This design comes from an exercise in tuning for small area and a short achievable clock period on the open sky130 flow, not from production work. In this exercise RTL edits were held to simulation tests only and were not proved equivalent to the original.

===== flow/run.sh =====
#!/bin/bash
# synth_recipe.tcl (not shown) runs the flow's synth.tcl, then flattens the netlist and writes it again
# the make line also repeats each setting of config.mk as NAME=value (left out here)
make -C /OpenROAD-flow-scripts/flow DESIGN_CONFIG=/design/flow/config.mk WORK_HOME=/design/flow/orfs CLKGATE_MAP_FILE= SYNTH_SCRIPT=/design/flow/synth_recipe.tcl finish

===== flow/config.mk =====
export PLATFORM = sky130hd
export DESIGN_NAME = top_fft
export DESIGN_NICKNAME = top_fft
export VERILOG_FILES = /design/flow/design.v
export SDC_FILE = /design/flow/constraint.sdc
export NUM_CORES = 4
export LEC_CHECK = 0
export CAP_MARGIN = 20
export CORE_MARGIN = 2
export CORE_UTILIZATION = 40
export SETUP_SLACK_MARGIN = 4.6
export SLEW_MARGIN = 20

===== flow/constraint.sdc =====
create_clock -name core_clock -period 7.0 [get_ports {clk}]
set_input_delay 1.4000 -clock core_clock [delete_from_list [all_inputs] [get_ports {clk}]]
set_output_delay 1.4000 -clock core_clock [all_outputs]
set_load 0.01 [all_outputs]

===== flow/design.v =====
module top_fft(
    input clk,
    input reset_p,
    input [23:0] fft_input,
    output reg [23:0] fft_output
);
    reg [3:0] cnt;
    reg       f1, f2;    
    wire [3:0] nc = reset_p ? 4'b1111 : cnt + 4'd1;    
    always @(posedge clk) begin
        cnt <= nc;
        if (reset_p) begin
            f1  <= 1'b1;
            f2  <= 1'b1;
        end else begin
            if (cnt == 4'd14) f1 <= 1'b0;
            if (cnt == 4'd1 && !f1) f2 <= 1'b0;
        end
    end
    wire [3:0] nc1 = nc + 4'd1;
    wire [3:0] nc2 = nc + 4'd2;
    wire [3:0] ncm1 = nc - 4'd1;
    wire [2:0] k1_p = nc2[3] ? 3'd0 : nc2[2:0];
    wire [2:0] k1_m = nc1[3] ? 3'd0 : nc1[2:0];
    wire [2:0] k2_p = nc1[2] ? 3'd0 : {nc1[1:0], 1'b0};
    wire [2:0] k2_m = nc[2]  ? 3'd0 : {nc[1:0], 1'b0};
    wire [5:0]  c1p_n, c2p_n, c1x, c2x;
    wire [42:0] c1m_n, c1y;
    wire [32:0] c2m_n, c2y;
    twiddle_w_value  w1p(.k(k1_p), .p1(c1p_n), .p2(c1y));
    twiddle_w_value  w1m(.k(k1_m), .p1(c1x),   .p2(c1m_n));
    twiddle_w_value2 w2p(.k(k2_p), .p1(c2p_n), .p2(c2y));
    twiddle_w_value2 w2m(.k(k2_m), .p1(c2x),   .p2(c2m_n));
    reg sel1, sel2, sel3, sel4, rot3;
    reg [5:0]  c1p, c2p;
    reg [42:0] c1m;
    reg [32:0] c2m;
    always @(posedge clk) begin
        sel1 <= nc[3];
        sel2 <= ~ncm1[2];
        sel3 <= nc[1];
        sel4 <= nc[0];
        rot3 <= nc1[1] & nc1[0];
        c1p <= c1p_n;
        c2p <= c2p_n;
        c1m <= c1m_n;
        c2m <= c2m_n;
    end
    reg  [23:0] s1_in;
    reg  [23:0] s1_dl [0:5];
    reg  [51:0] s1_d6;
    reg  [97:0] s1_d7;
    wire [23:0] s1_a = {s1_d7[97:86], s1_d7[48:37]};
    wire [23:0] s1_b0, s1_b1;
    wire [51:0] s1_p;
    wire [97:0] s1_m;
    wire [11:0] s1_yr, s1_yi;
    Butterfly bf1(.fft_input_A(s1_a), .fft_input_B(s1_in), .fft_output_0(s1_b0), .fft_output_1(s1_b1));
    twiddle_prep #(.QOUT(1)) tp1(.x(s1_dl[5]), .p1(c1p), .t(s1_p));
    twiddle_factor tw1(.t(s1_d6), .p2(c1m), .y(s1_m));
    twiddle_add ta1r(.a(s1_d7[97:86]), .s(s1_d7[85:68]), .c(s1_d7[67:50]), .cin(s1_d7[49]), .y(s1_yr));
    twiddle_add ta1i(.a(s1_d7[48:37]), .s(s1_d7[36:19]), .c(s1_d7[18:1]),  .cin(s1_d7[0]),  .y(s1_yi));
    integer i;
    always @(posedge clk) begin
        s1_in <= fft_input;
        s1_dl[0] <= sel1 ? s1_b1 : s1_in;
        for (i = 1; i < 6; i = i + 1) s1_dl[i] <= s1_dl[i-1];
        s1_d6 <= s1_p;
        s1_d7 <= s1_m;
    end
    reg  [23:0] s2_in;
    reg  [23:0] s2_d0, s2_d1;
    reg  [25:0] s2_d2;
    reg  [73:0] s2_d3;
    wire [23:0] s2_a = {s2_d3[73:62], s2_d3[36:25]};
    wire [23:0] s2_b0, s2_b1;
    wire [25:0] s2_p;
    wire [73:0] s2_m;
    wire [11:0] s2_yr, s2_yi;
    Butterfly bf2(.fft_input_A(s2_a), .fft_input_B(s2_in), .fft_output_0(s2_b0), .fft_output_1(s2_b1));
    twiddle_prep #(.QOUT(0)) tp2(.x(s2_d1), .p1(c2p), .t(s2_p));
    twiddle_factor2 tw2(.t(s2_d2), .p2(c2m), .y(s2_m));
    twiddle_add2 ta2r(.s(s2_d3[73:56]), .c(s2_d3[55:38]), .cin(s2_d3[37]), .y(s2_yr));
    twiddle_add2 ta2i(.s(s2_d3[36:19]), .c(s2_d3[18:1]),  .cin(s2_d3[0]),  .y(s2_yi));
    always @(posedge clk) begin
        s2_in <= sel1 ? s1_b0 : {s1_yr, s1_yi};
        s2_d0 <= sel2 ? s2_in : s2_b1;
        s2_d1 <= s2_d0;
        s2_d2 <= s2_p;
        s2_d3 <= s2_m;
    end
    reg  [23:0] s3_in;
    reg  [23:0] s3_d0, s3_d1;
    wire [23:0] s3_b0, s3_b1;
    Butterfly bf3(.fft_input_A(s3_d1), .fft_input_B(s3_in), .fft_output_0(s3_b0), .fft_output_1(s3_b1));
    wire [11:0] s3_neg_r = -s3_d0[23:12];
    always @(posedge clk) begin
        s3_in <= sel2 ? {s2_yr, s2_yi} : s2_b0;
        s3_d0 <= sel3 ? s3_in : s3_b1;
        s3_d1 <= rot3 ? {s3_d0[11:0], s3_neg_r} : s3_d0;
    end
    reg  [23:0] s4_in;
    reg  [23:0] s4_dl;
    wire [23:0] s4_b0, s4_b1;
    Butterfly bf4(.fft_input_A(s4_dl), .fft_input_B(s4_in), .fft_output_0(s4_b0), .fft_output_1(s4_b1));
    always @(posedge clk) begin
        s4_in <= sel3 ? s3_d1 : s3_b0;
        s4_dl <= sel4 ? s4_in : s4_b1;
        fft_output <= (reset_p | f2) ? 24'd0 : (sel4 ? s4_dl : s4_b0);
    end
endmodule
module Butterfly(
    input [23:0] fft_input_A,
    input [23:0] fft_input_B,
    output [23:0] fft_output_0,
    output [23:0] fft_output_1
);
    wire signed [11:0] ar = fft_input_A[23:12], ai = fft_input_A[11:0];
    wire signed [11:0] br = fft_input_B[23:12], bi = fft_input_B[11:0];
    wire signed [12:0] x0r = ar + br, x0i = ai + bi, x1r = ar - br, x1i = ai - bi;
    assign fft_output_0 = {x0r[12:1], x0i[12:1]};
    assign fft_output_1 = {x1r[12:1], x1i[12:1]};
endmodule
module twiddle_factor(
    input  [51:0] t,
    input  [42:0] p2,
    output [97:0] y
);
    wire [12:0] qr = t[51:39], qi = t[38:26], tr = t[25:13], ti = t[12:0];
    wire en = p2[42], en2 = p2[41], en13 = p2[40];
    twiddle_csa re(.t(tr), .q(qr), .en(en), .en2(en2), .en13(en13), .inv(p2[39]),
                   .ke(p2[38:30]), .kf(p2[29:20]), .y(y[97:49]));
    twiddle_csa im(.t(ti), .q(qi), .en(en), .en2(en2), .en13(en13), .inv(p2[19]),
                   .ke(p2[18:10]), .kf(p2[9:0]), .y(y[48:0]));
endmodule
module twiddle_csa(
    input  [12:0] t,
    input  [12:0] q,
    input  en, en2, en13, inv,
    input  [8:0] ke,
    input  [9:0] kf,
    output [48:0] y
);
    wire [21:0] tp = {{9{t[12]}}, t};
    wire [21:0] tn = ~tp;
    wire [21:0] qp = {{9{q[12]}}, q};
    wire [21:0] qn = ~qp;
    wire [21:0] z = 22'd0;
    wire [11:0] a = t[11:0] + {11'd0, inv};
    wire [21:0] rB = en ? (tn << 6) : z;
    wire [21:0] rC = en ? (en2 ? (tn << 8) : (tn << 4)) : z;
    wire [21:0] rD = en ? (en2 ? (tp << 4) : (tp << 1)) : z;
    wire [21:0] rE = (en2 ? (tp << 2) : z) | (en13 ? (qp << 9) : z) | {13'd0, ke};
    wire [21:0] rF = (en13 ? (qn << 7) : z) | {12'd0, kf};
    wire [21:0] rG = en13 ? (qp << 3) : z;
    wire [21:0] s1 = rB ^ rC ^ rD, c1 = ((rB & rC) | (rB & rD) | (rC & rD)) << 1;
    wire [21:0] s2 = rE ^ rF ^ rG, c2 = ((rE & rF) | (rE & rG) | (rF & rG)) << 1;
    wire [21:0] s3 = s1 ^ c1 ^ s2, c3 = ((s1 & c1) | (s1 & s2) | (c1 & s2)) << 1;
    wire [21:0] s4 = s3 ^ c3 ^ c2, c4 = ((s3 & c3) | (s3 & c2) | (c3 & c2)) << 1;
    wire [4:0] lo = {1'b0, s4[3:0]} + {1'b0, c4[3:0]};
    assign y = {a, s4[21:4], c4[21:4], lo[4]};
endmodule
module twiddle_factor2(
    input  [25:0] t,
    input  [32:0] p2,
    output [73:0] y
);
    wire [12:0] tr = t[25:13], ti = t[12:0];
    twiddle_csa2 re(.t(tr), .en(p2[32]), .ka(p2[31:22]), .kb(p2[21:16]), .y(y[73:37]));
    twiddle_csa2 im(.t(ti), .en(p2[32]), .ka(p2[15:6]),  .kb(p2[5:0]),   .y(y[36:0]));
endmodule
module twiddle_csa2(
    input  [12:0] t,
    input  en,
    input  [9:0] ka,
    input  [5:0] kb,
    output [36:0] y
);
    wire [21:0] tp = {{9{t[12]}}, t};
    wire [21:0] tn = ~tp;
    wire [21:0] z = 22'd0;
    wire [21:0] rA = {t[11:0], ka};
    wire [21:0] rB = (en ? (tn << 6) : z) | {16'd0, kb};
    wire [21:0] rC = en ? (tn << 8) : z;
    wire [21:0] rD = en ? (tp << 4) : z;
    wire [21:0] rE = en ? (tp << 2) : z;
    wire [21:0] s1 = rA ^ rB ^ rC, c1 = ((rA & rB) | (rA & rC) | (rB & rC)) << 1;
    wire [21:0] s2 = s1 ^ c1 ^ rD, c2 = ((s1 & c1) | (s1 & rD) | (c1 & rD)) << 1;
    wire [21:0] s3 = s2 ^ c2 ^ rE, c3 = ((s2 & c2) | (s2 & rE) | (c2 & rE)) << 1;
    wire [4:0] lo = {1'b0, s3[3:0]} + {1'b0, c3[3:0]};
    assign y = {s3[21:4], c3[21:4], lo[4]};
endmodule
module twiddle_add(
    input  [11:0] a,
    input  [17:0] s,
    input  [17:0] c,
    input  cin,
    output [11:0] y
);
    wire [17:0] a6 = {a, 6'd0};
    wire [17:0] s2 = a6 ^ s ^ c;
    wire [17:0] c2 = (a6 & s) | (a6 & c) | (s & c);
    wire [17:0] r  = s2 + {c2[16:0], cin};
    assign y = r[17:6];
endmodule
module twiddle_add2(
    input  [17:0] s,
    input  [17:0] c,
    input  cin,
    output [11:0] y
);
    wire [17:0] r = s + c + {17'd0, cin};
    assign y = r[17:6];
endmodule
module twiddle_w_value(
    input  [2:0] k,
    output reg [5:0]  p1,     
    output reg [42:0] p2      
);
    always @(*) begin
        case (k)
            3'd0: begin p1 = {2'd0, 4'b0000}; p2 = {3'b000, 1'b0, 9'd0,   10'd0,   1'b0, 9'd0,   10'd0};   end
            3'd1: begin p1 = {2'd0, 4'b0010}; p2 = {3'b101, 1'b0, 9'd208, 10'd0,   1'b0, 9'd511, 10'd89};  end
            3'd2: begin p1 = {2'd1, 4'b0000}; p2 = {3'b110, 1'b0, 9'd0,   10'd320, 1'b0, 9'd0,   10'd320}; end
            3'd3: begin p1 = {2'd2, 4'b0101}; p2 = {3'b101, 1'b0, 9'd208, 10'd0,   1'b1, 9'd130, 10'd0};   end
            3'd4: begin p1 = {2'd2, 4'b0100}; p2 = {3'b000, 1'b0, 9'd0,   10'd0,   1'b1, 9'd0,   10'd0};   end
            3'd5: begin p1 = {2'd2, 4'b0110}; p2 = {3'b101, 1'b0, 9'd511, 10'd89,  1'b1, 9'd511, 10'd11};  end
            3'd6: begin p1 = {2'd3, 4'b0100}; p2 = {3'b110, 1'b0, 9'd0,   10'd320, 1'b1, 9'd0,   10'd20};  end
            default: begin p1 = {2'd0, 4'b1101}; p2 = {3'b101, 1'b1, 9'd130, 10'd0, 1'b1, 9'd511, 10'd11}; end
        endcase
    end
endmodule
module twiddle_w_value2(
    input  [2:0] k,
    output reg [5:0]  p1,     
    output reg [32:0] p2      
);
    always @(*) begin
        case (k[2:1])
            2'd0: begin p1 = {2'd0, 4'b0000}; p2 = {1'b0, 10'd0,   6'd0, 10'd0,    6'd0};  end
            2'd1: begin p1 = {2'd1, 4'b0000}; p2 = {1'b1, 10'd320, 6'd0, 10'd320,  6'd0};  end
            2'd2: begin p1 = {2'd2, 4'b0100}; p2 = {1'b0, 10'd0,   6'd0, 10'd1023, 6'd1};  end
            default: begin p1 = {2'd3, 4'b0100}; p2 = {1'b1, 10'd320, 6'd0, 10'd1023, 6'd21}; end
        endcase
    end
endmodule
module twiddle_prep #(parameter QOUT = 1) (
    input  [23:0] x,
    input  [5:0]  p1,
    output [QOUT*26+25:0] t
);
    wire [12:0] xr = {x[23], x[23:12]};
    wire [12:0] xi = {x[11], x[11:0]};
    wire [1:0] ps = p1[5:4];
    wire ir = p1[3], ii = p1[2], m1 = p1[1], m3 = p1[0];
    wire n3 = (ps == 2'd3), n1 = (ps == 2'd1);
    wire [12:0] ar = ((ps == 2'd2) ? 13'd0 : (xr ^ {13{n3}})) ^ {13{ir}};
    wire [12:0] br = ((ps == 2'd0) ? 13'd0 : xi) ^ {13{ir}};
    wire [12:0] ai = ((ps == 2'd2) ? 13'd0 : xi) ^ {13{ii}};
    wire [12:0] bi = ((ps == 2'd0) ? 13'd0 : (xr ^ {13{n1}})) ^ {13{ii}};
    wire cr = n3 ^ ir, ci = n1 ^ ii;
    wire [13:0] sr = {ar, cr} + {br, cr};
    wire [13:0] si = {ai, ci} + {bi, ci};
    wire [12:0] tr = sr[13:1];
    wire [12:0] ti = si[13:1];
    generate if (QOUT) begin : g_q
        wire [12:0] qr = ti ^ {13{m3}};
        wire [12:0] qi = tr ^ {13{m1}};
        assign t = {qr, qi, tr, ti};
    end else begin : g_noq
        assign t = {tr, ti};
    end endgenerate
endmodule

==> summary.txt, run 1 <==
- The flow ran to the end and the layout has no timing, DRC or antenna violations.
- The die outline area is 0.0990 mm2.
- The total wire length is 97.9 mm.
- The synthesized netlist devotes 13.1% of its cell area to compound gates.
- The min-delay analysis places its worst path in the category reg -> reg.
- The count of nets left with antenna violations once routing finished came out at 0.
- The synthesized design contains 0 enable-type register cells.
- Setup violations remaining at the end of the flow were counted as 0.
- The critical path startpoint category is a flop.
- The startpoint identified for the worst hold timing path is s2_d0[2].
- The required time at the endpoint of the critical path is 7.55 ns.
- The final HPWL from detailed placement is 67.9 mm.
- The synthesized-area fraction occupied by xor and xnor cells is 7.71%.
- Routability-driven placement finished with a final weighted congestion of 0.853.
- The critical path goes through fa_1 > ha_4 > and3_4 > a2111oi_4 > o211ai_1 > a31o_1 > a21oi_2 > xor2_1 > mux2i_2.
- After synthesis, the largest family of logic cells by area is adder cells.
- The type of destination of the critical path is a flop.
- The register-to-register setup slack is 4.17 ns.
- After detailed routing, the number of vias per cell comes to 5.07.
- The Yosys step of the flow raised 5 warnings.
- The synthesized-area fraction occupied by adder cells is 24.0%.
- The die is 315 um wide.
- The number of hold violations in the final report is 0.
- Sorting the synthesized cells by area gives the leading types as sky130_fd_sc_hd__dfxtp_1 (35%), sky130_fd_sc_hd__fa_1 (12%), sky130_fd_sc_hd__ha_1 (12%).
- The endpoint of the worst hold-timing path is s2_d1[2].
- The kind of cell with the highest combined delay on the critical path is compound AO/OA/AOI/OAI gates.
- Measured against its own limit, the worst slew margin works out to 38.2%.
- For the final database, setup skew stands at 0.0471 ns.
- Across all layers, the routed design uses 28400 vias.
- The critical path is of the reg -> reg type.
- The final instance area is 0.0489 mm2.
- The pin count of the biggest net entering global routing is 71.
- The first global-routing pass estimated 154 mm of wire.
- Multiplexer cells account for 2.48% of the synthesized area.
- The number of cells after detailed placement is 5206.
- The fraction of synthesized cell area taken by the top area cell type is 34.5%.
- After detailed placement, the total cell area comes to 0.0407 mm2.
- The initial antenna violation count is 2.
- The number of DRC violations after detailed-routing iteration 0 is 1565.
- The startpoint identified for the worst register-to-register timing path is s1_d7[7].
- The cell area that synthesis handed to floorplanning was 0.0386 mm2.
- In the finished design, the share of the clock period the worst path needs comes to 40.5%.
- The worst hold path passes through 0 cells.
- The async set or reset register ratio after synthesis is 0%.
- Clock-pin slew was measured on the worst setup and hold paths at 0.06 ns.
- The clock buffer count from CTS is 77.
- Of all cell types, the one taking the most synthesized area is sky130_fd_sc_hd__dfxtp_1.
- Counting both buffers and inverters, the worst setup path holds a total of 0.
- The pin slew with the least headroom to its limit is 0.928 ns.
- The number of standard cells after synthesis is 4020.
- The mean routed wirelength per cell is 17.5 um.
- The count of pins over their slew limit came to 0.
- The total routing usage reported by global routing is 19.5%.
- Derived from the worst setup path, the maximum achievable clock frequency is 353 MHz.
- The clock tree from TritonCTS is yes.
- The largest buffer count on any clock path is 3.
- For the finished layout, the period the worst path requires is 2.83 ns.
- The arrival time at the worst endpoint is 3.38 ns.
- The fraction of final layout cells sized beyond drive strength 1 is 26.5%.
- The simple-gate portion of the synthesized area is 12.8%.
- In this run the tool buffered the top-level ports with 49 buffer cells.
- The area growth from synthesis to layout is 26.8%.
- The depth of the CTS H-tree is 3.
- In this run the core area contains 113 standard-cell rows.
- The cell sitting at the root of the clock tree is a sky130_fd_sc_hd__clkbuf_16.
- The number of top-level pins is 50.
- Synthesis produced a netlist with a net count of 4644.
- At the later pin of the worst-skew pair, clock insertion delay measures 0.67 ns.
- The proportion of synthesized chip area in sequential cells is 34.5%.
- The number of max-capacitance violations reported is 0.
- For this configuration, the core starts out at a cell density of 40.5%.
- The critical-path maximum fanout is 3.
- The capturing point of the worst reg2reg path is s2_in[10].
- The tree built by TritonCTS fans out to 665 sinks.
- The count of different cell masters after synthesis is 96.
- For the worst flop-to-flop path, the logic depth is 9.
- The most used flip-flop cell after synthesis is sky130_fd_sc_hd__dfxtp_1.
- The standard cell core area is 0.0953 mm2.
- The slowest stage of the critical path belongs to the cell sky130_fd_sc_hd__fa_1.
- The final layout contains 4893 nets.
- The via count of the first global-routing pass came to 28500.
- The post-synthesis area per instance is 9.60 um2.
- The total negative slack for setup checks is 0 ns.
- The post-detailed-route DRC marker count is 0.
- The synthesized design contains 665 register bits.
- In this design, the stage delay of the slowest critical-path cell is 0.57 ns.
- Setup repair after global routing could not meet its margin everywhere.
- Global routing finished with a remaining overflow of 0.
- The finished layout holds 5596 standard cells, fillers aside.
- The first TritonRoute pass finished after 5 iterations.
- The vertical die dimension is 315 um.
==> through the flow <==
stage | utilization (%) | worst slack [ns] | hold WS, ns
6_report | 51.3 | 4.17 | 0.306
5_1_grt | 51.3 | 4.06 | 0.308
4_1_cts | 49.0 | 4.17 | 0.306
3_5_place_dp | 42.7 | 3.39 | 0.312
3_3_place_gp | 42.7 | 3.48 | 0.310
2_1_floorplan | - | 4.26 | 0.310
==> cells in the final DEF (no fill, tap or decap), types with 54 or more instances in the layout <==
| cell type | Yosys | layout |
|---|---|---|
| sky130_fd_sc_hd__dfxtp_1 | 665 | 582 |
| sky130_fd_sc_hd__inv_1 | 405 | 361 |
| sky130_fd_sc_hd__ha_1 | 362 | 307 |
| sky130_fd_sc_hd__nand2_1 | 278 | 231 |
| sky130_fd_sc_hd__nor2_1 | 234 | 209 |
| sky130_fd_sc_hd__xnor2_1 | 225 | 204 |
| sky130_fd_sc_hd__buf_4 | 1 | 166 |
| sky130_fd_sc_hd__fa_1 | 236 | 163 |
| sky130_fd_sc_hd__a21oi_1 | 226 | 148 |
| sky130_fd_sc_hd__o21ai_0 | 139 | 113 |
| sky130_fd_sc_hd__xor2_1 | 112 | 106 |
| sky130_fd_sc_hd__nor3_1 | 88 | 80 |
| sky130_fd_sc_hd__clkbuf_16 | 0 | 78 |
| sky130_fd_sc_hd__fa_2 | 0 | 73 |
| sky130_fd_sc_hd__buf_6 | 1 | 73 |
| sky130_fd_sc_hd__nand2b_1 | 85 | 67 |
| sky130_fd_sc_hd__a21oi_2 | 1 | 65 |
| sky130_fd_sc_hd__mux2i_1 | 65 | 57 |
| sky130_fd_sc_hd__nand3_1 | 68 | 55 |
| sky130_fd_sc_hd__dfxtp_2 | 0 | 54 |
==> routing by layer <==
metal	up-vias	GRT usage [%]	part of all wire, %
li1	13900	-	-
met4	0	5.80	2.5
met5	-	0	0
met3	153	2.83	4.3
met1	13800	26.9	47
met2	531	31.6	46
==> synth_stat cells, types with 13 or more instances <==
cell type	number
sky130_fd_sc_hd__fa_1	236
sky130_fd_sc_hd__mux2_2	26
sky130_fd_sc_hd__a21o_1	43
sky130_fd_sc_hd__clkbuf_1	106
sky130_fd_sc_hd__o21ai_1	52
sky130_fd_sc_hd__a21oi_1	226
sky130_fd_sc_hd__or3_1	29
sky130_fd_sc_hd__a211oi_1	21
sky130_fd_sc_hd__nand2b_1	85
sky130_fd_sc_hd__mux2i_1	65
sky130_fd_sc_hd__nand2_1	278
sky130_fd_sc_hd__a21boi_0	13
sky130_fd_sc_hd__o31ai_1	29
sky130_fd_sc_hd__inv_1	405
sky130_fd_sc_hd__o21a_1	25
sky130_fd_sc_hd__nand3_1	68
sky130_fd_sc_hd__ha_1	362
sky130_fd_sc_hd__a31oi_1	21
sky130_fd_sc_hd__and3_1	27
sky130_fd_sc_hd__nor2b_1	88
sky130_fd_sc_hd__nor3_1	88
sky130_fd_sc_hd__o211ai_1	14
sky130_fd_sc_hd__o21bai_1	45
sky130_fd_sc_hd__nor2_1	234
sky130_fd_sc_hd__dfxtp_1	665
sky130_fd_sc_hd__xnor2_1	225
sky130_fd_sc_hd__xor2_1	112
sky130_fd_sc_hd__buf_1	21
sky130_fd_sc_hd__and2_1	43
sky130_fd_sc_hd__o21ai_0	139
==> worst register-to-register path: stages, from the launching register on <==
cell and delay (ns):
sky130_fd_sc_hd__dfxtp_2 0.32, sky130_fd_sc_hd__fa_1 0.57, sky130_fd_sc_hd__ha_4 0.21, sky130_fd_sc_hd__and3_4 0.16, sky130_fd_sc_hd__a2111oi_4 0.40, sky130_fd_sc_hd__o211ai_1 0.24
sky130_fd_sc_hd__a31o_1 0.30, sky130_fd_sc_hd__a21oi_2 0.14, sky130_fd_sc_hd__xor2_1 0.08, sky130_fd_sc_hd__mux2i_2 0.30
==> cells by family after synthesis <==
group	Yosys count
adders and majority gates	598
buffers and inverters	551
and+or+nand+nor	1011
muxes	92
AOI/OAI and AO/OA	765
DFF	665
xor gates and xnor gates	338
==> registers in the layout, indices dropped and copies added (netlist names), 3 cells and up <==
register and flops:
s2_in 24, s4_in 24, cnt 3, c1p 6, s2_d1 24, s1_dl 144, fft_output 24, s1_d7 98
s2_d0 24, s4_dl 24, c1m 14, s3_in 24, s1_in 24, s2_d3 71, s3_d1 24, s3_d0 24
s1_d6 52, s2_d2 26, c2m 4
==> worst max path at each step <==
stage	to	cells past startpoint	start
after CTS	s2_in[9]	9	s1_d7[37]
after floorplan	c1m[4]	10	reset_p
final	s2_in[10]	9	s1_d7[7]
after global placement	c1m[6]	8	cnt[1]
after detailed placement	s2_d2[10]	13	c2p[2]
after global routing	s1_d6[35]	13	c1p[5]
==> cell type report <==
cell class | instances | area, um2
well taps | 1265 | 1580
fillers | 8375 | 46400
repair buffers | 310 | 3120
multi-input cells | 2805 | 26500
clock inverters | 43 | 597
inverters | 410 | 1560
diodes | 1 | 2.50
clock buffers | 97 | 2050
flip-flops and latches | 665 | 13500
==> what timing repair did <==
item | CTS | global route
hold buffers | 0 | 0
setup endpoints to repair | 299 | 266
gates cloned | 11 | 2
setup buffers | 160 | 76
pin swaps | 214 | 266
resized for setup | 568 | 380
==> run 2: changes to the inputs <==
--- a/flow/config.mk
+++ b/flow/config.mk
@@ -8,5 +8,5 @@
 export CAP_MARGIN = 20
 export CORE_MARGIN = 2
 export CORE_UTILIZATION = 40
-export SETUP_SLACK_MARGIN = 4.6
+export SETUP_SLACK_MARGIN = 4.2
 export SLEW_MARGIN = 20
==> run 2 against run 1 <==
Net effect:
- non-clock buffer count is 187 lower
- synthesized cell count stayed put
- worst hold slack better by 0.0082 ns
- register-to-register slack better by 0.04 ns
- first-iteration DRC count is 11% lower
- routed wire length is 7.8% lower
- cell area is 9.7% lower
- worst setup slack better by 0.040 ns
- critical endpoint is now s1_d6[49]
- highest routed layer unchanged
==> summary.txt, run 2 <==
- The number of top-level pins is 50.
- The pin count of the biggest net entering global routing is 85.
- Timing would allow up to 358 MHz.
- The number of iterations in the first detailed-routing pass is 6.
- The most used flip-flop cell after synthesis is sky130_fd_sc_hd__dfxtp_1.
- The total standard cell area after synthesis is 0.0386 mm2.
- The initial utilization of the core area, before any placement, comes to 40.5%.
- The tool flagged a number of max-cap violations equal to 0.
- After clock tree synthesis, the clock-pin slew on the worst setup and hold paths is 0.07 ns.
- The number of clock sinks seen by CTS is 665.
- Counting flops and latches in the post-synthesis netlist gives 665.
- During placement, the flow inserted port buffers numbering 49.
- The final worst-path cycle share is 39.9%.
- Headroom to the max-slew limit came out at 26.9%.
- No sink is reached through more buffers than the 3 on the longest clock path.
- The total cell area at the placement stage is 0.0403 mm2.
- Measured along the y axis, the die boundary spans 315 um.
- Synthesis produced 4020 cells.
- The clock reaches the later pin of the worst-skew pair after 0.64 ns.
- Summed over all instances, the cell type with the most area after synthesis is sky130_fd_sc_hd__dfxtp_1.
- The die is 315 um wide.
- The final-report setup violation count is 0.
- The post-synthesis area per instance is 9.60 um2.
- In this run the biggest area consumer among cell types represents 34.5% of the synthesized area.
- The arrival time at the worst endpoint is 3.27 ns.
- The critical path is of the reg -> reg type.
- The count of pins over their slew limit is 0.
- The total grt overflow is 0.
- The final HPWL from detailed placement is 67.7 mm.
- After synthesis, the netlist uses 96 different library cells.
- From synthesis to final layout, the design area changed by 14.5%.
- TritonCTS built the clock tree.
- After floorplanning, the core was sized to cover 0.0953 mm2.
- The via count of the first global-routing pass is 26700.
- The pin slew with the least headroom to its limit is 1.10 ns.
- STA puts the critical path data required time at 7.48 ns.
- Buffers inserted during clock tree synthesis total 76.
- In the layout the commonest cells are sky130_fd_sc_hd__dfxtp_1 (641), sky130_fd_sc_hd__inv_1 (402), sky130_fd_sc_hd__ha_1 (350).
- The min-delay analysis places its worst path in the category reg -> reg.
- The register with the most flip-flops in the layout has 144 of them.
- After routing the design area is 0.0442 mm2.
- In the synthesized netlist, the cells that appear most often are sky130_fd_sc_hd__dfxtp_1 (665), sky130_fd_sc_hd__inv_1 (405), sky130_fd_sc_hd__ha_1 (362), sky130_fd_sc_hd__nand2_1 (278), sky130_fd_sc_hd__fa_1 (236).
- The routed via count divided by cell count is 4.98.
- The fraction of final layout cells sized beyond drive strength 1 is 10.1%.
- The library cell used most frequently in the layout, excluding fill and tap cells, is sky130_fd_sc_hd__dfxtp_1.
- The smallest clock period supported by the final layout is computed as 2.79 ns.
- The detailed router placed 26900 vias in this run.
- The largest registers in the layout are s1_dl: 144 flops, s1_d7: 98 flops, s2_d3: 71 flops.
- By area the synthesized netlist is led by sky130_fd_sc_hd__dfxtp_1 (35%), sky130_fd_sc_hd__fa_1 (12%), sky130_fd_sc_hd__ha_1 (12%).
- The number of antenna diodes in the final layout is 0.
- The proportion of synthesized chip area in sequential cells is 34.5%.
- The floorplan has 113 rows.
- The worst setup path is launched from a flop.
- Summed over all layers, the routed wires come to 90.3 mm.
- The number of nets in the layout is 4704.
- The floorplan step defined a die boundary enclosing 0.0990 mm2.
- The flow ran to the end and the layout has no timing, DRC or antenna violations.
- The depth of the CTS H-tree is 3.
- The number of nets with antenna violations after detailed routing is 0.
- In this run, synthesis inferred 0 flip-flops with an integrated enable.
- The critical-path maximum fanout is 6.
- The total negative slack for setup checks is 0 ns.
- The most common cell in the synthesized netlist is sky130_fd_sc_hd__dfxtp_1.
- The register with the highest flop count is s1_dl.
- The net count of the mapped netlist is 4644.
- In the routed design, unresolved DRC markers number 0.
- The number of hold violations in the final report is 0.
- The initial antenna violation count is 4.
- For this run, the number of Yosys warnings is 5.
- The total routing usage reported by global routing is 18.0%.
- The final weighted congestion of routability-driven global placement is 0.842.
- The mean routed wirelength per cell is 16.7 um.
- The wire length of the first global-routing pass is 143 mm.
- Setup repair after global routing could not meet its margin everywhere.
- After the first detailed-routing iteration, the DRC count stood at 1388.
- The worst-case clock skew is 0.0350 ns.
- After synthesis, the share of flip-flops with an asynchronous set or reset is 0%.
- The tree is rooted in a sky130_fd_sc_hd__clkbuf_16.
- The type of destination of the critical path is a flop.
run 2: cell types whose count changed in the layout (fill, tap and decap cells not counted), moves of 40 or more:
| cell | delta |
|---|---|
| sky130_fd_sc_hd__a21oi_1 | +60 |
| sky130_fd_sc_hd__a21oi_2 | -47 |
| sky130_fd_sc_hd__buf_4 | -115 |
| sky130_fd_sc_hd__buf_6 | -66 |
| sky130_fd_sc_hd__dfxtp_1 | +59 |
| sky130_fd_sc_hd__fa_1 | +71 |
| sky130_fd_sc_hd__fa_2 | -71 |
| sky130_fd_sc_hd__ha_1 | +43 |
| sky130_fd_sc_hd__inv_1 | +41 |
| sky130_fd_sc_hd__inv_2 | -40 |
run 2: final timing paths:
kind	from	endpoint	slack [ns]	depth (start not counted)
worst max-delay path	c1p[4]	s1_d6[49]	4.21	13
worst min-delay path	s2_d0[8]	s2_d1[8]	0.31	0
worst max register to register	c1p[4]	s1_d6[49]	4.21	13
worst min register to register	s2_d0[8]	s2_d1[8]	0.31	0
run 2: area by class of cell:
class                   count  area [um2]
multi-input cells        2804       23900
clock inverters            41         455
repair buffers            123        1260
inverters                 410        1550
flip-flops and latches    665       13400
well taps                1265        1580
clock buffers              97        2100
fillers                  9060       51100
run 2: worst max-delay path: stages, from the launching register on:
cell and delay [ns]:
sky130_fd_sc_hd__dfxtp_4 0.37, sky130_fd_sc_hd__buf_8 0.14, sky130_fd_sc_hd__nor2b_4 0.13, sky130_fd_sc_hd__mux2i_2 0.21, sky130_fd_sc_hd__xnor2_2 0.14, sky130_fd_sc_hd__ha_4 0.20
sky130_fd_sc_hd__or3_1 0.36, sky130_fd_sc_hd__a211o_1 0.32, sky130_fd_sc_hd__nand3_2 0.10, sky130_fd_sc_hd__a31o_4 0.19, sky130_fd_sc_hd__o21ai_2 0.06, sky130_fd_sc_hd__a211oi_2 0.16
sky130_fd_sc_hd__nor2_1 0.10, sky130_fd_sc_hd__xor2_1 0.14
run 2: timing repair:
item,4_1_cts,5_1_grt
hold buffers,0,0
cloned,1,7
endpoints found under the hold margin,0,0
endpoints found under the setup margin,180,101
resized for setup,95,109
buffers inserted,12,37
pin swaps,13,61
run 2: cell families after synthesis:
kind of cell / share of synthesized area, %
xor+xnor: 7.71
fa+ha+maj: 24.0
compound gates: 13.1
simple gates: 12.8
mux: 2.48
flops: 34.5
buf+inv: 5.43
run 2: through the flow:
step / hold WS [ns] / setup slack (ns) / util, % / cells
after floorplan: 0.310 / 4.20 / - / 4020
after detailed placement: 0.312 / 3.26 / 42.3 / 5210
final: 0.315 / 4.21 / 46.4 / 5405
after global placement: 0.310 / 3.35 / 42.3 / 5210
after global routing: 0.319 / 4.08 / 46.4 / 5405
after CTS: 0.304 / 4.17 / 45.4 / 5361
run 2: metal layers:
| metal | vias up | track usage [%] | part of all wire, % |
|---|---|---|---|
| met5 | - | 0 | 0 |
| li1 | 13500 | - | - |
| met2 | 435 | 28.7 | 45 |
| met4 | 0 | 5.54 | 2.5 |
| met1 | 12800 | 25.2 | 49 |
| met3 | 125 | 2.75 | 4.1 |
==> run 3: changes to the inputs <==
--- a/flow/config.mk
+++ b/flow/config.mk
@@ -8,5 +8,7 @@
 export CAP_MARGIN = 20
 export CORE_MARGIN = 2
 export CORE_UTILIZATION = 40
+export CTS_CLUSTER_DIAMETER = 100
+export CTS_CLUSTER_SIZE = 30
 export SETUP_SLACK_MARGIN = 4.2
 export SLEW_MARGIN = 20
==> run 3 against run 2 <==
Net effect:
- still clean on timing, DRC and antenna
- final cell count decreased by 1.7%
- worst hold slack improved by 0.012 ns
- synthesized area unchanged
- critical path type unchanged
==> summary.txt, run 3 <==
- The run finished with no timing, DRC or antenna violations.
- The most used flip-flop cell after synthesis is sky130_fd_sc_hd__dfxtp_1.
- The largest single stage delay on the critical path is 0.38 ns.
- The worst hold path belongs to the class reg -> reg.
- The root cell of the clock tree is sky130_fd_sc_hd__clkbuf_16.
- The source-to-sink clock delay at the later pin of the worst-skew pair is 0.67 ns.
- In the final layout, the registers with the most flip-flops are s1_dl: 144 flops, s1_d7: 98 flops, s2_d3: 71 flops.
- The total wire length is 88.6 mm.
- The number of max-capacitance violations reported is 0.
- Headroom to the max-slew limit came out at 24.9%.
- The number of flip-flops under the largest register name is 144.
- The depth of the CTS H-tree is 1.
- At the end of routability-driven placement, the weighted congestion stood at 0.842.
- The first global-routing pass estimated 140 mm of wire.
- The post-route netlist has 8.35% of its cells at a drive strength greater than 1.
- The number of hold violations in the final report is 0.
- For this configuration, the core starts out at a cell density of 40.5%.
- By area the synthesized netlist is led by sky130_fd_sc_hd__dfxtp_1 (35%), sky130_fd_sc_hd__fa_1 (12%), sky130_fd_sc_hd__ha_1 (12%).
- The kind of cell with the highest combined delay on the critical path is simple AND/OR/NAND/NOR gates.
- The slowest stage of the critical path is the sky130_fd_sc_hd__dfxtp_4 cell.
- The number of clock sinks seen by CTS is 665.
- The via count of the first global-routing pass was 26100.
- The most instantiated library cell after synthesis is sky130_fd_sc_hd__dfxtp_1.
- The number of DRC violations after detailed-routing iteration 0 is 1462.
- The number of clock buffers added by TritonCTS is 31.
- The clock tree from TritonCTS is yes.
- The die outline area is 0.0990 mm2.
- In this run the core area contains 113 standard-cell rows.
- From left edge to right edge, the die measures 315 um.
- After synthesis, the mean cell area works out to 9.60 um2.
- The worst setup path is launched from a flop.
- The required time at the endpoint of the critical path is 7.56 ns.
- The number of buffers and inverters on the critical path is 1.
- Clock-pin slew was measured on the worst setup and hold paths at 0.11 ns.
- Synthesis produced 4020 cells.
- The register with the highest flop count is s1_dl.
- On the final layout, the worst clock skew is 0.0246 ns.
- After global routing the overflow that remains totals 0.
- Counting flops and latches in the post-synthesis netlist gives 665.
- The pin count of the biggest net entering global routing is 85.
- The worst hold slack is 0.326 ns.
- The number of nets with antenna violations after detailed routing is 0.
- In the finished design, the share of the clock period the worst path needs comes to 39.7%.
- Along the worst hold path, the cell count comes to 0.
- Traced cell by cell, the critical path runs through buf_12 > or2_4 > nand2_2 > xnor2_1 > ha_2 > or3_1 > a211oi_2 > nor3_2 > nor2_1 > a21oi_2 > a21o_1 > a21o_1 > xor3_1.
- The library cells used most frequently in the layout, excluding fill and tap cells, are sky130_fd_sc_hd__dfxtp_1 (640), sky130_fd_sc_hd__inv_1 (402), sky130_fd_sc_hd__ha_1 (349).
- Sequential elements use 34.5% of the synthesized area.
- The netlist uses 96 different library cells.
- By count the netlist is led by sky130_fd_sc_hd__dfxtp_1 (665), sky130_fd_sc_hd__inv_1 (405), sky130_fd_sc_hd__ha_1 (362), sky130_fd_sc_hd__nand2_1 (278), sky130_fd_sc_hd__fa_1 (236).
- In this design, the critical path's most frequently occurring cell is sky130_fd_sc_hd__a21o_1.
- Buffers placed on the I/O ports in this run total 49.
- Global routing used 17.6% of the available tracks across all layers.
- The post-synthesis to final-layout area growth is 10.3%.
- The initial antenna violation count was 5.
- The fraction of synthesized cell area taken by the top area cell type is 34.5%.
- The arrival time at the worst endpoint is 3.34 ns.
- The critical-path maximum fanout is 12.
- Setup repair after global routing could not meet its margin everywhere.
- The via total after detailed routing is 26500.
- The critical path crosses 13 cells after its start point.
- For the final routed database, the setup TNS stands at 0 ns.
- The worst setup path is of the reg -> reg kind.
- The type of destination of the critical path is a flop.
- The final HPWL from detailed placement is 67.7 mm.
- The pin slew with the least headroom to its limit is 1.13 ns.
- After filler insertion, the fill cell instance count of the layout stands at 9196.
- The total area inside the core boundary comes to 0.0953 mm2.
- For this run, the number of Yosys warnings is 5.
- Leaving out fill and tap cells, the most frequent cell in the layout is sky130_fd_sc_hd__dfxtp_1.
- After synthesis the cells add up to 0.0386 mm2.
- Yosys mapped a number of flops with a built-in enable equal to 0.
- The number of top-level pins is 50.
- The setup slack after placement is 3.26 ns.
- The count of pins over their slew limit is 0.
- The upper clock frequency limit is 360 MHz.
- The final setup slack of the worst path is 4.22 ns.
- Setup violations remaining at the end of the flow were counted as 0.
- The number of nets in the layout is 4657.
- For this run, asynchronously set or reset flops after synthesis account for 0%.
- After detailed routing, the number of remaining DRC violations is 0.
- The depth of the worst register-to-register path is 13.
- The cell type with the largest total area after synthesis is sky130_fd_sc_hd__dfxtp_1.
- The number of nets handed over by synthesis was 4644.
- After detailed routing, the average wire length per cell comes to 16.7 um.
- The largest buffer count on any clock path is 3.
- The routed via count divided by cell count is 4.98.
- The clock period could shrink to 2.78 ns.
- Measured along the y axis, the die boundary spans 315 um.
- The number of iterations in the first detailed-routing pass is 6.
run 3: cell counts after synthesis:
Identical to the previous run, type by type.
run 3: through the flow:
| step | utilization [%] | cell area, um2 | instances |
|---|---|---|---|
| final | 44.7 | 42600 | 5315 |
| after global routing | 44.7 | 42600 | 5314 |
| after CTS | 43.8 | 41700 | 5273 |
| after detailed placement | 42.3 | 40300 | 5210 |
| after global placement | 42.3 | 40300 | 5210 |
| after floorplan | - | 38700 | 4020 |
run 3: area by class of cell:
class	count	area [um2]	area share, %
Antenna cell	1	2.50	0.00588
Clock buffer	32	779	1.83
Clock inverter	17	240	0.565
Inverter	410	1550	3.64
Multi-Input combinational cell	2804	23800	56.0
Sequential cell	665	13400	31.4
Tap cell	1265	1580	3.72
Timing Repair Buffer	121	1200	2.82
run 3: path summary, 6_finish.rpt:
kind	slack (ns)	startpoint	to
worst max-delay path	4.22	c1p[5]	s1_d6[36]
worst min-delay path	0.33	s2_d0[13]	s2_d1[13]
worst max register to register	4.22	c1p[5]	s1_d6[36]
worst min register to register	0.33	s2_d0[13]	s2_d1[13]
run 3: metal layers:
layer  vias up  track usage (%)  routed length [um]
li1      13400                -                   -
met1     12600             25.2               43800
met2       357             28.2               39500
met3       105             1.90                3110
met4         0             4.59                2160
met5         -                0                   0
run 3: timing repair:
action                                  CTS  global route
endpoints found under the setup margin  182           104
setup buffers                            13            37
gates resized for setup                  97           106
cloned                                    1             4
pin swaps                                18            46
hold buffers                              0             0
run 3: kinds of logic (layout without fill, tap and decap cells):
| logic type | after synthesis | after routing | synth area share [%] |
|---|---|---|---|
| multiplexers | 92 | 92 | 2.48 |
| adder cells (fa/ha/maj) | 598 | 598 | 24.0 |
| XOR/XNOR | 338 | 338 | 7.71 |
| buffers and inverters | 551 | 580 | 5.43 |
| flip-flops | 665 | 665 | 34.5 |
| AO/OA/AOI/OAI | 765 | 765 | 13.1 |
| other | 0 | 1 | 0 |
| AND/OR/NAND/NOR | 1011 | 1011 | 12.8 |
==> run 4: changes to the inputs <==
--- a/flow/config.mk
+++ b/flow/config.mk
@@ -7,7 +7,7 @@
 export LEC_CHECK = 0
 export CAP_MARGIN = 20
 export CORE_MARGIN = 2
-export CORE_UTILIZATION = 40
+export CORE_UTILIZATION = 60
 export CTS_CLUSTER_DIAMETER = 100
 export CTS_CLUSTER_SIZE = 30
 export SETUP_SLACK_MARGIN = 4.2
==> run 4 against run 3 <==
Net effect:
- first-iteration DRC count increased by 26%
- worst hold slack worse by 0.0031 ns
- via count up 3.5%
- non-clock buffer count fell by 3
- clock skew rose by 0.0031 ns
- sequential share of layout area grew 0.32 points
- synthesized area did not move
- critical path type unchanged
- highest routed layer unchanged
==> summary.txt, run 4 <==
- The tree built by TritonCTS fans out to 665 sinks.
- The root cell of the clock tree is sky130_fd_sc_hd__clkbuf_16.
- The number of DRC violations after detailed-routing iteration 0 is 1843.
- The worst register-to-register path begins at s1_d7[7].
- STA puts the critical path data arrival time at 3.29 ns.
- The count of yosys warnings during synthesis is 5.
- Counting flops with a built-in enable in the synthesized netlist gives 0.
- Summed over all layers, the routed wires come to 92.8 mm.
- The total standard cell area after synthesis is 0.0386 mm2.
- After Yosys synthesis, XOR and XNOR cells account for 7.71% of the synthesized area.
- After layout, the worst path uses 40.3% of the clock period.
- The net count of the mapped netlist is 4644.
- The combined area of the multi-input logic cells is 0.0240 mm2.
- The largest registers in the layout are s1_dl: 144 flops, s1_d7: 98 flops, s2_d3: 71 flops.
- Along the worst path, the maximum fanout reaches 3.
- The number of max-capacitance violations reported is 0.
- The post-layout utilization of the core is 66.5%.
- After clock tree synthesis, the clock-pin slew on the worst setup and hold paths is 0.12 ns.
- Summing the areas of all fa, ha and maj instances in the mapped netlist gives 24.0% of the synthesized area.
- The most critical setup path has its startpoint at s1_d7[7].
- The routed layout has 27400 vias.
- Setup repair after global routing could not meet its margin everywhere.
- The number of iterations in the first detailed-routing pass is 5.
- The wire length of the first global-routing pass is 147 mm.
- The count of fill cells added during filler insertion is 5081.
- The via count of the first global-routing pass came to 27800.
- The fraction of final layout cells sized beyond drive strength 1 is 8.46%.
- The dominant combinational cell family by area after synthesis is adder cells.
- In the synthesized netlist, the cells that appear most often are sky130_fd_sc_hd__dfxtp_1 (665), sky130_fd_sc_hd__inv_1 (405), sky130_fd_sc_hd__ha_1 (362), sky130_fd_sc_hd__nand2_1 (278), sky130_fd_sc_hd__fa_1 (236).
- Along the worst hold path, the cell count comes to 0.
- Synthesis inferred 665 register bits.
- The largest single stage delay on the critical path is 0.57 ns.
- The endpoint identified for the worst register-to-register timing path is s2_in[9].
- The mux contribution to synthesized area is 2.48%.
- The number of hold violations in the final report is 0.
- Compared with the post-synthesis result, the final layout area differs by 9.07%.
- The run finished with no timing, DRC or antenna violations.
- The register with the highest flop count is s1_dl.
- The most used flip-flop cell after synthesis is sky130_fd_sc_hd__dfxtp_1.
- The total routing usage reported by global routing is 27.7%.
- The area occupied by registers is 0.0134 mm2.
- The async set or reset register ratio after synthesis is 0%.
- The path with the worst hold slack has its endpoint at s1_dl[3][12].
- In this run the core area contains 92 standard-cell rows.
- The worst hold path begins at s1_dl[2][12].
- The final weighted congestion of routability-driven global placement is 0.889.
- The die covers 0.0664 mm2.
- The mean routed wirelength per cell is 19.0 um.
- The post-synthesis area per instance is 9.60 um2.
- The core region is 0.0633 mm2.
- The worst setup path is of the reg -> reg kind.
- The critical path startpoint category is a flop.
- The vertical die dimension is 258 um.
- The largest buffer count on any clock path is 3.
- The register with the most flip-flops in the layout has 144 of them.
- The worst pin sits at a relative slew slack of 31.1%.
- The count of different cell masters after synthesis is 96.
- The effective utilization at floorplan is 60.9%.
- The number of standard cells after synthesis is 4020.
- The count of pins over their slew limit is 0.
- The final instance area is 0.0421 mm2.
- The area fraction in compound gates after synthesis is 13.1%.
- For this run, design rule violations remaining after detail routing come to 0.
- Setup slack on the worst reg-to-reg path comes out at 4.18 ns.
- The number of nets in the layout is 4653.
- The cell type with the largest total area after synthesis is sky130_fd_sc_hd__dfxtp_1.
- The count of nets left with antenna violations once routing finished came out at 0.
- The initial antenna violation count came to 10.
- In the routed layout, each cell is associated on average with a via count of 5.60.
- The pin slew with the least headroom to its limit is 1.03 ns.
- In the layout the commonest cells are sky130_fd_sc_hd__dfxtp_1 (642), sky130_fd_sc_hd__inv_1 (403), sky130_fd_sc_hd__ha_1 (351).
- The type of destination of the critical path is a flop.
- The upper clock frequency limit is 355 MHz.
- Traced cell by cell, the critical path runs through fa_1 > ha_4 > and3_4 > a2111oi_4 > o211ai_1 > a31o_1 > or2_0 > a21oi_2 > a21oi_2.
- In this run the worst hold path is classified as reg -> reg.
- Setup total negative slack on the finished layout was measured at 0 ns.
- By area the synthesized netlist is led by sky130_fd_sc_hd__dfxtp_1 (35%), sky130_fd_sc_hd__fa_1 (12%), sky130_fd_sc_hd__ha_1 (12%).
- The cell that appears most often on the critical path is sky130_fd_sc_hd__a21oi_2.
- The die is 258 um wide.
- Buffers placed on the I/O ports in this run total 49.
- The total cell area at the placement stage is 0.0398 mm2.
- The post-route minimum period is 2.82 ns.
- For this design the top-level I/O count stands at 50.
- The fraction of synthesized cell area taken by the top area cell type is 34.5%.
- The worst-case clock skew is 0.0276 ns.
- The simple-gate portion of the synthesized area is 12.8%.
- Yosys instantiated no cell more often than sky130_fd_sc_hd__dfxtp_1.
- Setup violations remaining at the end of the flow were counted as 0.
- The most frequent standard cell in the layout excluding fill and tap cells is sky130_fd_sc_hd__dfxtp_1.
- The source-to-sink clock delay at the later pin of the worst-skew pair is 0.65 ns.
- For this design, the slowest cell found on the critical path is sky130_fd_sc_hd__fa_1.
- The HPWL after detailed placement is 71.9 mm.
- The depth of the CTS H-tree is 1.
- Sequential cells were found to cover 34.5% of the synthesized design area.
- In this run, CTS created clock tree buffers numbering 30.
- The depth of the worst register-to-register path is 9.
- After global routing the overflow that remains totals 0.
- The required time at the endpoint of the critical path is 7.47 ns.
- TritonCTS built the clock tree.
- Entering global routing, the biggest net connects 85 pins.
==> run 4: cell counts after synthesis <==
No cell type changed its count.
==> run 4: final cells by class <==
cell class	instances	area share, %
Clock inverter	14	0.529
Timing Repair Buffer	118	2.73
Sequential cell	665	31.7
Tap cell	846	2.52
Multi-Input combinational cell	2804	56.9
Clock buffer	33	1.88
Antenna cell	2	0.0119
Inverter	410	3.68
==> run 4: worst max path at each step <==
| stage | to | slack (ns) | cells after the start |
|---|---|---|---|
| finish | s2_in[9] | 4.18 | 9 |
| global route | s2_in[9] | 4.06 | 9 |
| CTS | s2_in[9] | 4.18 | 10 |
| detailed placement | c1m[4] | 3.28 | 10 |
| global placement | c1m[4] | 3.30 | 10 |
| floorplan | s1_d7[78] | 4.20 | 8 |
==> run 4: stage by stage <==
| step | hold slack [ns] | worst slack, ns | cells |
|---|---|---|---|
| finish | 0.323 | 4.18 | 4892 |
| floorplan | 0.310 | 4.20 | 4020 |
| CTS | 0.325 | 4.18 | 4852 |
| global route | 0.338 | 4.06 | 4890 |
| global placement | 0.310 | 3.30 | 4790 |
| detailed placement | 0.312 | 3.28 | 4790 |
==> run 4: worst max-delay path, delay by kind of cell (launching register included) <==
kind / cells / cell delay [ns]
compound gates: 5 / 1.16
fa+ha+maj: 2 / 0.78
flops: 1 / 0.33
simple gates: 2 / 0.38
==> run 4: timing repair <==
item | 4_1_cts | 5_1_grt
pin swaps | 16 | 57
gates cloned | 3 | 1
setup buffers | 12 | 37
setup endpoints to repair | 199 | 96
hold buffers | 0 | 0
gates resized for setup | 113 | 108
==> run 4: cells by family (layout without fill, tap and decap cells) <==
logic type / count (synthesis) / count (layout)
simple gates: 1011 / 1011
compound gates: 765 / 765
flops: 665 / 665
fa+ha+maj: 598 / 598
buf+inv: 551 / 575
xor+xnor: 338 / 338
mux: 92 / 92
other cells: 0 / 2
==> run 4: routing by layer <==
metal  track usage [%]  share of wire, %
met3              3.50               4.5
met2              45.6                46
met1              38.3                46
met5                 0                 0
met4              7.87               2.9
==> run 5: changes to the inputs <==
--- a/flow/design.v
+++ b/flow/design.v
@@ -17,22 +17,30 @@
             if (cnt == 4'd1 && !f1) f2 <= 1'b0;
         end
     end
-    wire [3:0] nc1 = nc + 4'd1;
-    wire [3:0] nc2 = nc + 4'd2;
+    reg [3:0] v4, v3, v2;
+    always @(posedge clk) begin
+        v4 <= nc + 4'd4;
+        v3 <= v4;
+        v2 <= v3;
+    end
     wire [3:0] ncm1 = nc - 4'd1;
-    wire [2:0] k1_p = nc2[3] ? 3'd0 : nc2[2:0];
-    wire [2:0] k1_m = nc1[3] ? 3'd0 : nc1[2:0];
-    wire [2:0] k2_p = nc1[2] ? 3'd0 : {nc1[1:0], 1'b0};
-    wire [2:0] k2_m = nc[2]  ? 3'd0 : {nc[1:0], 1'b0};
-    wire [5:0]  c1p_n, c2p_n, c1x, c2x;
-    wire [42:0] c1m_n, c1y;
-    wire [32:0] c2m_n, c2y;
-    twiddle_w_value  w1p(.k(k1_p), .p1(c1p_n), .p2(c1y));
-    twiddle_w_value  w1m(.k(k1_m), .p1(c1x),   .p2(c1m_n));
-    twiddle_w_value2 w2p(.k(k2_p), .p1(c2p_n), .p2(c2y));
-    twiddle_w_value2 w2m(.k(k2_m), .p1(c2x),   .p2(c2m_n));
+    wire [3:0] nc1  = nc + 4'd1;
+    wire [2:0] k1_p = v4[3] ? 3'd0 : v4[2:0];           
+    wire [2:0] k1_x = v3[3] ? 3'd0 : v3[2:0];           
+    wire [2:0] k1_m = v2[3] ? 3'd0 : v2[2:0];           
+    wire [2:0] k2_p = v2[2] ? 3'd0 : {v2[1:0], 1'b0};    
+    wire [2:0] k2_m = nc[2]  ? 3'd0 : {nc[1:0], 1'b0};       
+    wire [5:0]  c1p_n, c1x_n, c2p_n, u1, u2, u3;
+    wire [42:0] c1m_n, u4, u5;
+    wire [32:0] c2m_n, u6;
+    twiddle_w_value  w1p(.k(k1_p), .p1(c1p_n), .p2(u4));
+    twiddle_w_value  w1x(.k(k1_x), .p1(c1x_n), .p2(u5));
+    twiddle_w_value  w1m(.k(k1_m), .p1(u1),    .p2(c1m_n));
+    twiddle_w_value2 w2p(.k(k2_p), .p1(c2p_n), .p2(u6));
+    twiddle_w_value2 w2m(.k(k2_m), .p1(u2),    .p2(c2m_n));
     reg sel1, sel2, sel3, sel4, rot3;
     reg [5:0]  c1p, c2p;
+    reg [1:0]  c1x;
     reg [42:0] c1m;
     reg [32:0] c2m;
     always @(posedge clk) begin
@@ -42,30 +50,34 @@
         sel4 <= nc[0];
         rot3 <= nc1[1] & nc1[0];
         c1p <= c1p_n;
+        c1x <= c1x_n[1:0];
         c2p <= c2p_n;
         c1m <= c1m_n;
         c2m <= c2m_n;
     end
     reg  [23:0] s1_in;
-    reg  [23:0] s1_dl [0:5];
+    reg  [23:0] s1_dl [0:4];
+    reg  [25:0] s1_d5;
     reg  [51:0] s1_d6;
     reg  [97:0] s1_d7;
     wire [23:0] s1_a = {s1_d7[97:86], s1_d7[48:37]};
     wire [23:0] s1_b0, s1_b1;
-    wire [51:0] s1_p;
+    wire [25:0] s1_p;
     wire [97:0] s1_m;
     wire [11:0] s1_yr, s1_yi;
     Butterfly bf1(.fft_input_A(s1_a), .fft_input_B(s1_in), .fft_output_0(s1_b0), .fft_output_1(s1_b1));
-    twiddle_prep #(.QOUT(1)) tp1(.x(s1_dl[5]), .p1(c1p), .t(s1_p));
+    twiddle_prep #(.QOUT(0)) tp1(.x(s1_dl[4]), .p1(c1p), .t(s1_p));
     twiddle_factor tw1(.t(s1_d6), .p2(c1m), .y(s1_m));
     twiddle_add ta1r(.a(s1_d7[97:86]), .s(s1_d7[85:68]), .c(s1_d7[67:50]), .cin(s1_d7[49]), .y(s1_yr));
     twiddle_add ta1i(.a(s1_d7[48:37]), .s(s1_d7[36:19]), .c(s1_d7[18:1]),  .cin(s1_d7[0]),  .y(s1_yi));
+    wire [12:0] s1_tr = s1_d5[25:13], s1_ti = s1_d5[12:0];
     integer i;
     always @(posedge clk) begin
         s1_in <= fft_input;
         s1_dl[0] <= sel1 ? s1_b1 : s1_in;
-        for (i = 1; i < 6; i = i + 1) s1_dl[i] <= s1_dl[i-1];
-        s1_d6 <= s1_p;
+        for (i = 1; i < 5; i = i + 1) s1_dl[i] <= s1_dl[i-1];
+        s1_d5 <= s1_p;
+        s1_d6 <= {s1_ti ^ {13{c1x[0]}}, s1_tr ^ {13{c1x[1]}}, s1_tr, s1_ti};
         s1_d7 <= s1_m;
     end
     reg  [23:0] s2_in;
@@ -115,11 +127,63 @@
     output [23:0] fft_output_0,
     output [23:0] fft_output_1
 );
-    wire signed [11:0] ar = fft_input_A[23:12], ai = fft_input_A[11:0];
-    wire signed [11:0] br = fft_input_B[23:12], bi = fft_input_B[11:0];
-    wire signed [12:0] x0r = ar + br, x0i = ai + bi, x1r = ar - br, x1i = ai - bi;
-    assign fft_output_0 = {x0r[12:1], x0i[12:1]};
-    assign fft_output_1 = {x1r[12:1], x1i[12:1]};
+    bf_addsub re(.a(fft_input_A[23:12]), .b(fft_input_B[23:12]), .s(fft_output_0[23:12]), .d(fft_output_1[23:12]));
+    bf_addsub im(.a(fft_input_A[11:0]),  .b(fft_input_B[11:0]),  .s(fft_output_0[11:0]),  .d(fft_output_1[11:0]));
+endmodule
+module bf_addsub(
+    input  [11:0] a,
+    input  [11:0] b,
+    output [11:0] s,
+    output [11:0] d
+);
+    wire [12:0] ae = {a[11], a};
+    wire [12:0] be = {b[11], b};
+    wire [12:0] p  = ae ^ be;
+    wire [12:0] gs = ae & be;
+    wire [12:0] gd = ae & ~be;
+    wire [12:0] cs, cd;    
+    bf_prefix ps(.g(gs), .p(p),  .cin(1'b0), .c(cs));
+    bf_prefix pd(.g(gd), .p(~p), .cin(1'b1), .c(cd));
+    wire [12:0] sum  = p ^ cs;
+    wire [12:0] diff = ~p ^ cd;
+    assign s = sum[12:1];
+    assign d = diff[12:1];
+endmodule
+module bf_prefix(
+    input  [12:0] g,
+    input  [12:0] p,
+    input  cin,
+    output [12:0] c
+);
+    wire [12:0] g0 = {g[12:1], g[0] | (p[0] & cin)};
+    wire [12:0] g1, p1, g2, p2, g3, p3, g4;
+    genvar i;
+    generate for (i = 0; i < 13; i = i + 1) begin : l
+        if (i >= 1) begin
+            assign g1[i] = g0[i] | (p[i] & g0[i-1]);
+            assign p1[i] = p[i] & p[i-1];
+        end else begin
+            assign g1[i] = g0[i];
+            assign p1[i] = p[i];
+        end
+        if (i >= 2) begin
+            assign g2[i] = g1[i] | (p1[i] & g1[i-2]);
+            assign p2[i] = p1[i] & p1[i-2];
+        end else begin
+            assign g2[i] = g1[i];
+            assign p2[i] = p1[i];
+        end
+        if (i >= 4) begin
+            assign g3[i] = g2[i] | (p2[i] & g2[i-4]);
+            assign p3[i] = p2[i] & p2[i-4];
+        end else begin
+            assign g3[i] = g2[i];
+            assign p3[i] = p2[i];
+        end
+        if (i >= 8) assign g4[i] = g3[i] | (p3[i] & g3[i-8]);
+        else        assign g4[i] = g3[i];
+    end endgenerate
+    assign c = {g4[11:0], cin};
 endmodule
 module twiddle_factor(
     input  [51:0] t,
--- a/flow/config.mk
+++ b/flow/config.mk
@@ -7,8 +7,8 @@
 export LEC_CHECK = 0
 export CAP_MARGIN = 20
 export CORE_MARGIN = 2
-export CORE_UTILIZATION = 60
+export CORE_UTILIZATION = 40
 export CTS_CLUSTER_DIAMETER = 100
 export CTS_CLUSTER_SIZE = 30
-export SETUP_SLACK_MARGIN = 4.2
+export SETUP_SLACK_MARGIN = 4.4
 export SLEW_MARGIN = 20
==> run 5 against run 4 <==
Net effect:
- still clean
- worst setup slack better by 0.14 ns
- count of clock-buffer cells in the layout is 6 higher
- register-to-register slack better by 0.14 ns
- routed wire length is 2.1% lower
- critical path depth is 4 higher
- critical path type unchanged
==> summary.txt, run 5 <==
- After synthesis, the netlist uses 85 different library cells.
- The number of hold violations in the final report is 0.
- The mean routed wirelength per cell is 16.9 um.
- After layout, the worst path uses 38.3% of the clock period.
- The number of storage elements in the synthesis netlist is 677.
- The largest registers in the layout are s1_dl: 120 flops, s1_d7: 98 flops, s2_d3: 71 flops.
- The total grt overflow is 0.
- The most used flip-flop cell after synthesis is sky130_fd_sc_hd__dfxtp_1.
- The number of nets with antenna violations after detailed routing is 0.
- After detailed routing, the number of remaining DRC violations is 0.
- Sorting the synthesized cells by area gives the leading types as sky130_fd_sc_hd__dfxtp_1 (35%), sky130_fd_sc_hd__fa_1 (12%), sky130_fd_sc_hd__ha_1 (12%).
- The post-synthesis area per instance is 9.56 um2.
- The library cell used most frequently in the layout, excluding fill and tap cells, is sky130_fd_sc_hd__dfxtp_1.
- The count of yosys warnings during synthesis is 5.
- Clock tree synthesis selected as its root buffer the cell sky130_fd_sc_hd__clkbuf_16.
- Static timing analysis puts the maximum clock frequency at 373 MHz.
- The count of pins over their slew limit is 0.
- The run finished with no timing, DRC or antenna violations.
- After synthesis, the largest area contributor takes up 35.1% of total cell area.
- The number of placed instances, taps included, is 5216.
- After detailed routing, the number of vias per cell comes to 5.00.
- Entering global routing, the biggest net connects 89 pins.
- The final HPWL from detailed placement is 68.7 mm.
- The initial antenna violation count is 3.
- Traced cell by cell, the critical path runs through buf_4 > buf_4 > nor2b_1 > mux2i_1 > xnor2_1 > ha_1 > a21o_1 > a21oi_2 > o21a_1 > o31ai_4 > a21o_1 > a21oi_2 > xnor2_1.
- The final layout contains 4709 nets.
- In this run the count of I/O pins placed on the die edge is 50.
- The clock tree synthesis step divided the H-tree into 2 levels.
- After synthesis the cells add up to 0.0386 mm2.
- The clock buffer count from CTS is 35.
- The die is 315 um tall.
- The register with the most flip-flops in the layout has 120 of them.
- In this design, the stage delay of the slowest critical-path cell is 0.41 ns.
- For the worst-skew pair, the clock arrives at the later sink with an insertion delay of 0.62 ns.
- The hold-critical path depth is 0.
- The final weighted congestion of routability-driven global placement is 0.869.
- The via count of the first global-routing pass is 26300.
- Clock skew on the completed layout was measured at 0.0458 ns.
- For this configuration, the core starts out at a cell density of 40.5%.
- In the layout the commonest cells are sky130_fd_sc_hd__dfxtp_1 (620), sky130_fd_sc_hd__inv_1 (403), sky130_fd_sc_hd__ha_1 (339).
- The clock passes through at most 3 buffers.
- Sequential elements use 35.1% of the synthesized area.
- The worst slew margin relative to its limit is 31.0%.
- At the pin with the least slew margin, the transition time is 1.03 ns.
-- run 5: cell count changes after synthesis, sizes merged, moves of 6 or more --
cell / previous run / this run
a21o: 43 / 33
and3: 27 / 18
dfxtp: 665 / 677
a211o: 3 / 10
clkbuf: 106 / 114
nor2: 234 / 247
o21a: 25 / 37
a21oi: 227 / 241
nand3: 68 / 45
o41ai: 15 / 7
nand2b: 86 / 94
nor3: 89 / 83
or3: 30 / 20
-- run 5: timing repair --
item | CTS | global route
pin swaps | 44 | 135
hold buffers | 0 | 0
gates cloned | 5 | 11
gates resized for setup | 246 | 279
buffers inserted | 42 | 44
setup endpoints to repair | 184 | 151
hold endpoints to repair | 0 | 0
-- run 5: worst paths after layout --
kind / from / endpoint / slack (ns)
worst max register to register: c1p[4] / s1_d5[24] / 4.32
worst min register to register: v3[2] / v2[2] / 0.31
worst max-delay path: c1p[4] / s1_d5[24] / 4.32
worst min-delay path: v3[2] / v2[2] / 0.31
-- run 5: logic make-up (layout without fill, tap and decap cells) --
family	Yosys count	after routing	share of synthesized area [%]
multiplexers	88	88	2.37
adder cells (fa/ha/maj)	593	593	23.8
XOR/XNOR	337	337	7.65
other	0	1	0
buffers and inverters	561	637	5.50
AND/OR/NAND/NOR	998	999	12.6
flip-flops	677	677	35.1
AO/OA/AOI/OAI	781	781	13.0
-- run 5: cell type report --
type	count	area, um2
Tap cell	1265	1580
Multi-Input combinational cell	2798	24200
Clock buffer	39	932
Inverter	414	1560
Sequential cell	677	13700
Clock inverter	20	329
Timing Repair Buffer	164	1630
Fill cell	9006	51400
Antenna cell	1	2.50
-- run 5: through the flow --
step	util [%]	hold WS, ns	cell area, um2	worst slack, ns
2_1_floorplan	-	0.310	38700	4.40
3_3_place_gp	42.2	0.310	40200	3.41
3_5_place_dp	42.2	0.312	40200	3.25
4_1_cts	44.6	0.309	42500	4.30
5_1_grt	46.0	0.320	43900	4.20
6_report	46.0	0.311	43900	4.32
-- run 5: layer usage --
metal | routed length, um | share of wire (%) | GRT usage (%)
met1 | 44400 | 49 | 26.4
met2 | 41000 | 45 | 29.1
met3 | 3870 | 4.3 | 2.27
met4 | 1570 | 1.7 | 3.47
met5 | 0 | 0 | 0
-- run 5: critical path: cells and delay by family, from the launching register on --
family	cells	cell delay [ns]
mux	1	0.11
flops	1	0.41
simple gates	1	0.17
buf+inv	2	0.29
compound gates	6	1.01
fa+ha+maj	1	0.34
xor+xnor	2	0.27

==> afterwards: timing with drivers on the ports <==
The results above use ideal ports. As a check the final layouts listed here were re-extracted and re-timed, cells and wires unchanged. Step 1 (the two cells are an assumption about what drives the block):
set clk [get_ports {clk}]
set_driving_cell -lib_cell sky130_fd_sc_hd__clkbuf_16 $clk
set_driving_cell -lib_cell sky130_fd_sc_hd__buf_2 [delete_from_list [all_inputs] $clk]
Step 2 also shifts input and output timing later by t, the mid clock arrival at the registers, as if the neighbouring blocks saw the same clock. a / b / c = no drivers / after step 1 / after step 2; a / b = the first two.
| run | t, ns | slack for setup (ns) | worst setup path at the end | worst data-port slew with drivers (ns) |
|---|---|---|---|---|
| run 1 | 0.718 | 4.165 / 4.165 / 4.008 | input to register | 0.06 |
| run 2 | 0.688 | 4.205 / 4.205 / 3.651 | input to register | 0.08 |
| run 3 | 0.718 | 4.220 / 4.220 / 3.614 | input to register | 0.08 |
| run 4 | 0.704 | 4.180 / 4.180 / 3.589 | input to register | 0.10 |
| run 5 | 0.654 | 4.321 / 4.321 / 3.995 | input to register | 0.10 |
After both steps setup and hold are still met in every run listed. For run 3, which loses most, drivers alone change the setup slack by 0.000 ns; drivers and shift together by -0.606 ns.
